This design comes from an exercise in tuning for small area, a short achievable clock period and few clock cycles per item on the open sky130 flow, not from production work. Power figures rest on the tool's default switching activity, not on a simulated workload.

## SME
module SME(clk,reset,chardata,isstring,ispattern,valid,match,match_index);
Size in the first run: about 1,200 cells after synthesis, ~19 I/O pins, ~0.015 mm^2 of cells after synthesis.
==> flow/config.mk <==
export PLATFORM = sky130hd
export DESIGN_NAME = SME
export DESIGN_NICKNAME = SME
export VERILOG_FILES = /design/flow/design.v
export SDC_FILE = /design/flow/constraint.sdc
export NUM_CORES = 4
export LEC_CHECK = 0
export CAP_MARGIN = 20
export CORE_MARGIN = 2
export CORE_UTILIZATION = 40
export CTS_CLUSTER_DIAMETER = 80
export CTS_CLUSTER_SIZE = 30
export SETUP_SLACK_MARGIN = 3.9
export SLEW_MARGIN = 20
==> flow/constraint.sdc <==
create_clock -name core_clock -period 6.5 [get_ports {clk}]
set_input_delay 1.3000 -clock core_clock [delete_from_list [all_inputs] [get_ports {clk}]]
set_output_delay 1.3000 -clock core_clock [all_outputs]
set_load 0.01 [all_outputs]
run.sh (not shown) runs the stock make flow with config.mk's settings and CLKGATE_MAP_FILE= SYNTH_SCRIPT=/design/flow/synth_recipe.tcl, a recipe that flattens the netlist after the stock synthesis.
Then changed:
==> flow/flow/run.sh (new file) <==
#!/bin/bash
# The standard layout (standard.sh), with timing repair free to resize a
# gate to a cell of another footprint: the platform sets MATCH_CELL_FOOTPRINT=1,
# which limits resizing to cells of the same size.  make's full output goes to
# standard.log; the ORFS tools' own logs stay under orfs/logs.
set -euo pipefail
bash standard.sh MATCH_CELL_FOOTPRINT=0 finish > standard.log 2>&1
==> flow/standard.sh (new file) <==
#!/bin/bash
# synth_recipe.tcl (not shown) runs the flow's synth.tcl, then flattens the netlist and writes it again
# the make line also repeats each setting of config.mk as NAME=value (left out here)
make -C /OpenROAD-flow-scripts/flow DESIGN_CONFIG=/design/flow/config.mk WORK_HOME=/design/flow/orfs CLKGATE_MAP_FILE= SYNTH_SCRIPT=/design/flow/synth_recipe.tcl "${@:-finish}"
Settings changed: SETUP_SLACK_MARGIN 3.9 to 4.0.
removed: flow/run.sh
Synthesized area is unchanged; power came out higher by 0.54%; wire length rose by 7.8%; synthesized cell count is unchanged; critical path depth decreases by 1; combinational power increases by 13%; sequential share of layout area came out lower by 1.4 points; hold slack loses 0.0097 ns; die area does not change.
Then changed:
==> flow/run.sh (new file) <==
#!/bin/bash
# synth_recipe.tcl (not shown) runs the flow's synth.tcl, then flattens the netlist and writes it again
# the make line also repeats each setting of config.mk as NAME=value (left out here)
make -C /OpenROAD-flow-scripts/flow DESIGN_CONFIG=/design/flow/config.mk WORK_HOME=/design/flow/orfs CLKGATE_MAP_FILE= SYNTH_SCRIPT=/design/flow/synth_recipe.tcl finish
Settings changed: SETUP_SLACK_MARGIN 4.0 to 3.8.
removed: flow/flow/run.sh
removed: flow/standard.sh
Effect:
- The new run finished clean
- register-to-register slack gains 0.03 ns
- core utilization drops by 2.6 points
- worst setup slack degrades by 0.017 ns
- synthesized area does not change
- wire length decreases by 12%
- clock power rises by about 20%
- total power increases by 1.9%
- hold slack barely changes
- combinational power drops by 14%
- die area is unchanged
- non-clock buffer count drops by 63
Function was not checked in any run of this note: the RTL went through the layout flow alone.

========
== north ==
The RTL this note starts from:
==> flow/design.v <==
module SME(clk,reset,chardata,isstring,ispattern,valid,match,match_index);
input clk;
input reset;
input [7:0] chardata;
input isstring;
input ispattern;
output match;
output [4:0] match_index;
output valid;
localparam [6:0] HAT    = 7'h5E ;  
localparam [6:0] DOLLAR = 7'h24 ;  
localparam [6:0] POINT  = 7'h2E ;  
localparam [6:0] STAR   = 7'h2A ;  
localparam [6:0] SPACE  = 7'h20 ;  
reg  [6:0] str_B_rf [0:31];
reg  [5:0] str_length_cnt;
reg        isstring_d, ispattern_d;
reg [33:0] F;
reg  [4:0] off;           
reg        star_seen;
reg        star_d;          
reg  [4:0] star_idx;
reg        valid_r, match_r;
reg  [4:0] match_index_r;
wire [6:0] c = chardata[6:0];
wire c_hat    = c == HAT;
wire c_dollar = c == DOLLAR;
wire c_star   = c == STAR;
wire c_point  = c == POINT;
wire first    = ispattern & ~ispattern_d;
wire [31:0] inS;      
wire [31:0] sp;       
wire [31:0] eqc;      
genvar j;
generate
for (j = 0; j < 32; j = j + 1) begin: POS
    assign inS[j] = str_length_cnt > 31 - j;
    assign sp[j]  = str_B_rf[j] == SPACE;
    assign eqc[j] = str_B_rf[j] == c;
end
endgenerate
wire [31:0] start = inS & ~{inS[30:0], 1'b0};
wire [32:0] pre [0:6];
assign pre[0] = F[32:0];
genvar l;
generate
for (l = 0; l < 6; l = l + 1) begin: PRE
    for (j = 0; j < 33; j = j + 1) begin: B
        if ((j >> l) & 1)
            assign pre[l+1][j] = pre[l][j] | pre[l][((j >> l) << l) - 1];
        else
            assign pre[l+1][j] = pre[l][j];
    end
end
endgenerate
wire [31:0] Fin = first ? inS : F[31:0];
wire [33:0] F_hat  = {2'b00, inS & sp, 1'b0} | {2'b00, start};
wire [33:0] F_dol  = {F[32], F[31:0] & sp, 1'b0};
wire [33:0] F_star = first ? {2'b01, inS} : {1'b0, pre[6]};
wire [33:0] F_pt   = {1'b0, Fin, 1'b0};
wire [33:0] F_fix  = ({34{c_hat}} & F_hat) | ({34{c_dollar}} & F_dol) |
                     ({34{c_star}} & F_star) | ({34{c_point}} & F_pt);
wire [33:0] F_lit  = {1'b0, Fin & eqc, 1'b0};
reg [4:0] fs;
integer k;
always @(*) begin
    fs = 5'd0;
    for (k = 33; k >= 0; k = k - 1)
        if (F[k]) fs = k[4:0];
end
wire [4:0] gen = fs & off;
wire [4:0] prp = fs ^ off;
wire [4:0] cry;
assign cry[0] = 1'b0;
assign cry[1] = gen[0];
assign cry[2] = gen[1] | prp[1] & gen[0];
assign cry[3] = gen[2] | prp[2] & gen[1] | prp[2] & prp[1] & gen[0];
assign cry[4] = gen[3] | prp[3] & gen[2] | prp[3] & prp[2] & gen[1] |
                prp[3] & prp[2] & prp[1] & gen[0];
wire [4:0] fs_idx = prp ^ cry;
wire [4:0] len5   = str_length_cnt[4:0];
wire [4:0] len_m1 = len5 - 5'd1;
wire [4:0] off_m1 = off - 5'd1;
wire       c_cnt  = ~c_hat & ~c_star;
integer i;
always @(posedge clk)
begin: STR_RF
    if(isstring)
    begin
        for (i = 0; i < 31; i = i + 1)
            str_B_rf[i] <= str_B_rf[i+1];
        str_B_rf[31] <= c;
    end
end
always @(posedge clk)
begin: LEN_CNT
    if(isstring)
        str_length_cnt <= isstring_d ? str_length_cnt + 6'd1 : 6'd1;
end
always @(posedge clk or posedge reset)
begin: FLAGS
    if(reset)
    begin
        isstring_d  <= 1'b0;
        ispattern_d <= 1'b0;
        valid_r     <= 1'b0;
        match_r     <= 1'b0;
    end
    else
    begin
        isstring_d  <= isstring;
        ispattern_d <= ispattern;
        valid_r     <= ispattern_d & ~ispattern;
        match_r     <= ispattern_d & ~ispattern & (|F);
    end
end
always @(posedge clk)
begin: MATCH
    F <= F_fix | F_lit;
    off <= first ? (c_cnt ? len_m1 : len5) : (c_cnt ? off_m1 : off);
    star_seen <= (first ? 1'b0 : star_seen) | c_star;
    star_d    <= ispattern & c_star;
    if(star_d)
        star_idx <= fs_idx;
    match_index_r <= (star_seen & ~star_d) ? star_idx : fs_idx;
end
assign valid       = valid_r;
assign match       = match_r;
assign match_index = match_index_r;
endmodule
make LEC_CHECK=0 CAP_MARGIN=20 CORE_MARGIN=2 CORE_UTILIZATION=40 CTS_CLUSTER_DIAMETER=80 CTS_CLUSTER_SIZE=30 SETUP_SLACK_MARGIN=4.0 SLEW_MARGIN=20 finish   # period 6.5 ns
Stock flow here: none of the scripts above is used.
Inputs modified between north and south:
Settings: CORE_UTILIZATION: 40 -> 55; CAP_MARGIN: 20 -> 0; SLEW_MARGIN: 20 -> 0; PLACE_DENSITY: unset -> 0.75; SETUP_SLACK_MARGIN: 4.0 -> 3.8; CTS_CLUSTER_SIZE: 30 -> unset; CTS_CLUSTER_DIAMETER: 80 -> unset.
Findings:
[south] sequential share of layout area rose 2.5 points relative to north. Re final cell count: north was higher than south. north → south: total wirelength of the detailed-routed design lower; core utilization went up by 14 points; violation count after the first detailed-route iteration lost 5.8%; detailed-routed wire length on met3 went up by about 13%.
No functional check of the RTL was part of any run of this note.

[separate check: timing with driven ports]
Ports are ideal in the flow. The routed layouts listed here were re-timed in OpenROAD. Step 1: set_driving_cell puts a clkbuf_16 on clk and a buf_2 on each other input, an assumption about the parent block. Step 2 times the ports against the registers' clock, not the clock port: input delays grow and output delays shrink by t, the midpoint of the rising clock arrivals with the driver on. a / b / c = ideal / step 1 / step 2; a / b = the first two.
run	t, ns	setup WS [ns]	worst hold slack (ns)	worst data-port slew with drivers (ns)
the first run of note 1	0.572	3.872 / 3.872 / 3.383	0.481 / 0.481 / 0.481	0.05
the second run of note 1	0.571	3.854 / 3.854 / 3.443	0.471 / 0.471 / 0.471	0.06
the third run of note 1	0.578	3.837 / 3.783 / 3.332	0.468 / 0.468 / 0.468	0.05
north	0.562	3.653 / 3.653 / 3.275	0.450 / 0.450 / 0.450	0.08
south	0.613	3.610 / 3.610 / 3.225	0.448 / 0.448 / 0.448	0.04
After both steps setup and hold are still met in every run listed. For the third run of note 1, which loses most, drivers alone change the setup slack by -0.054 ns; drivers and shift together by -0.505 ns.
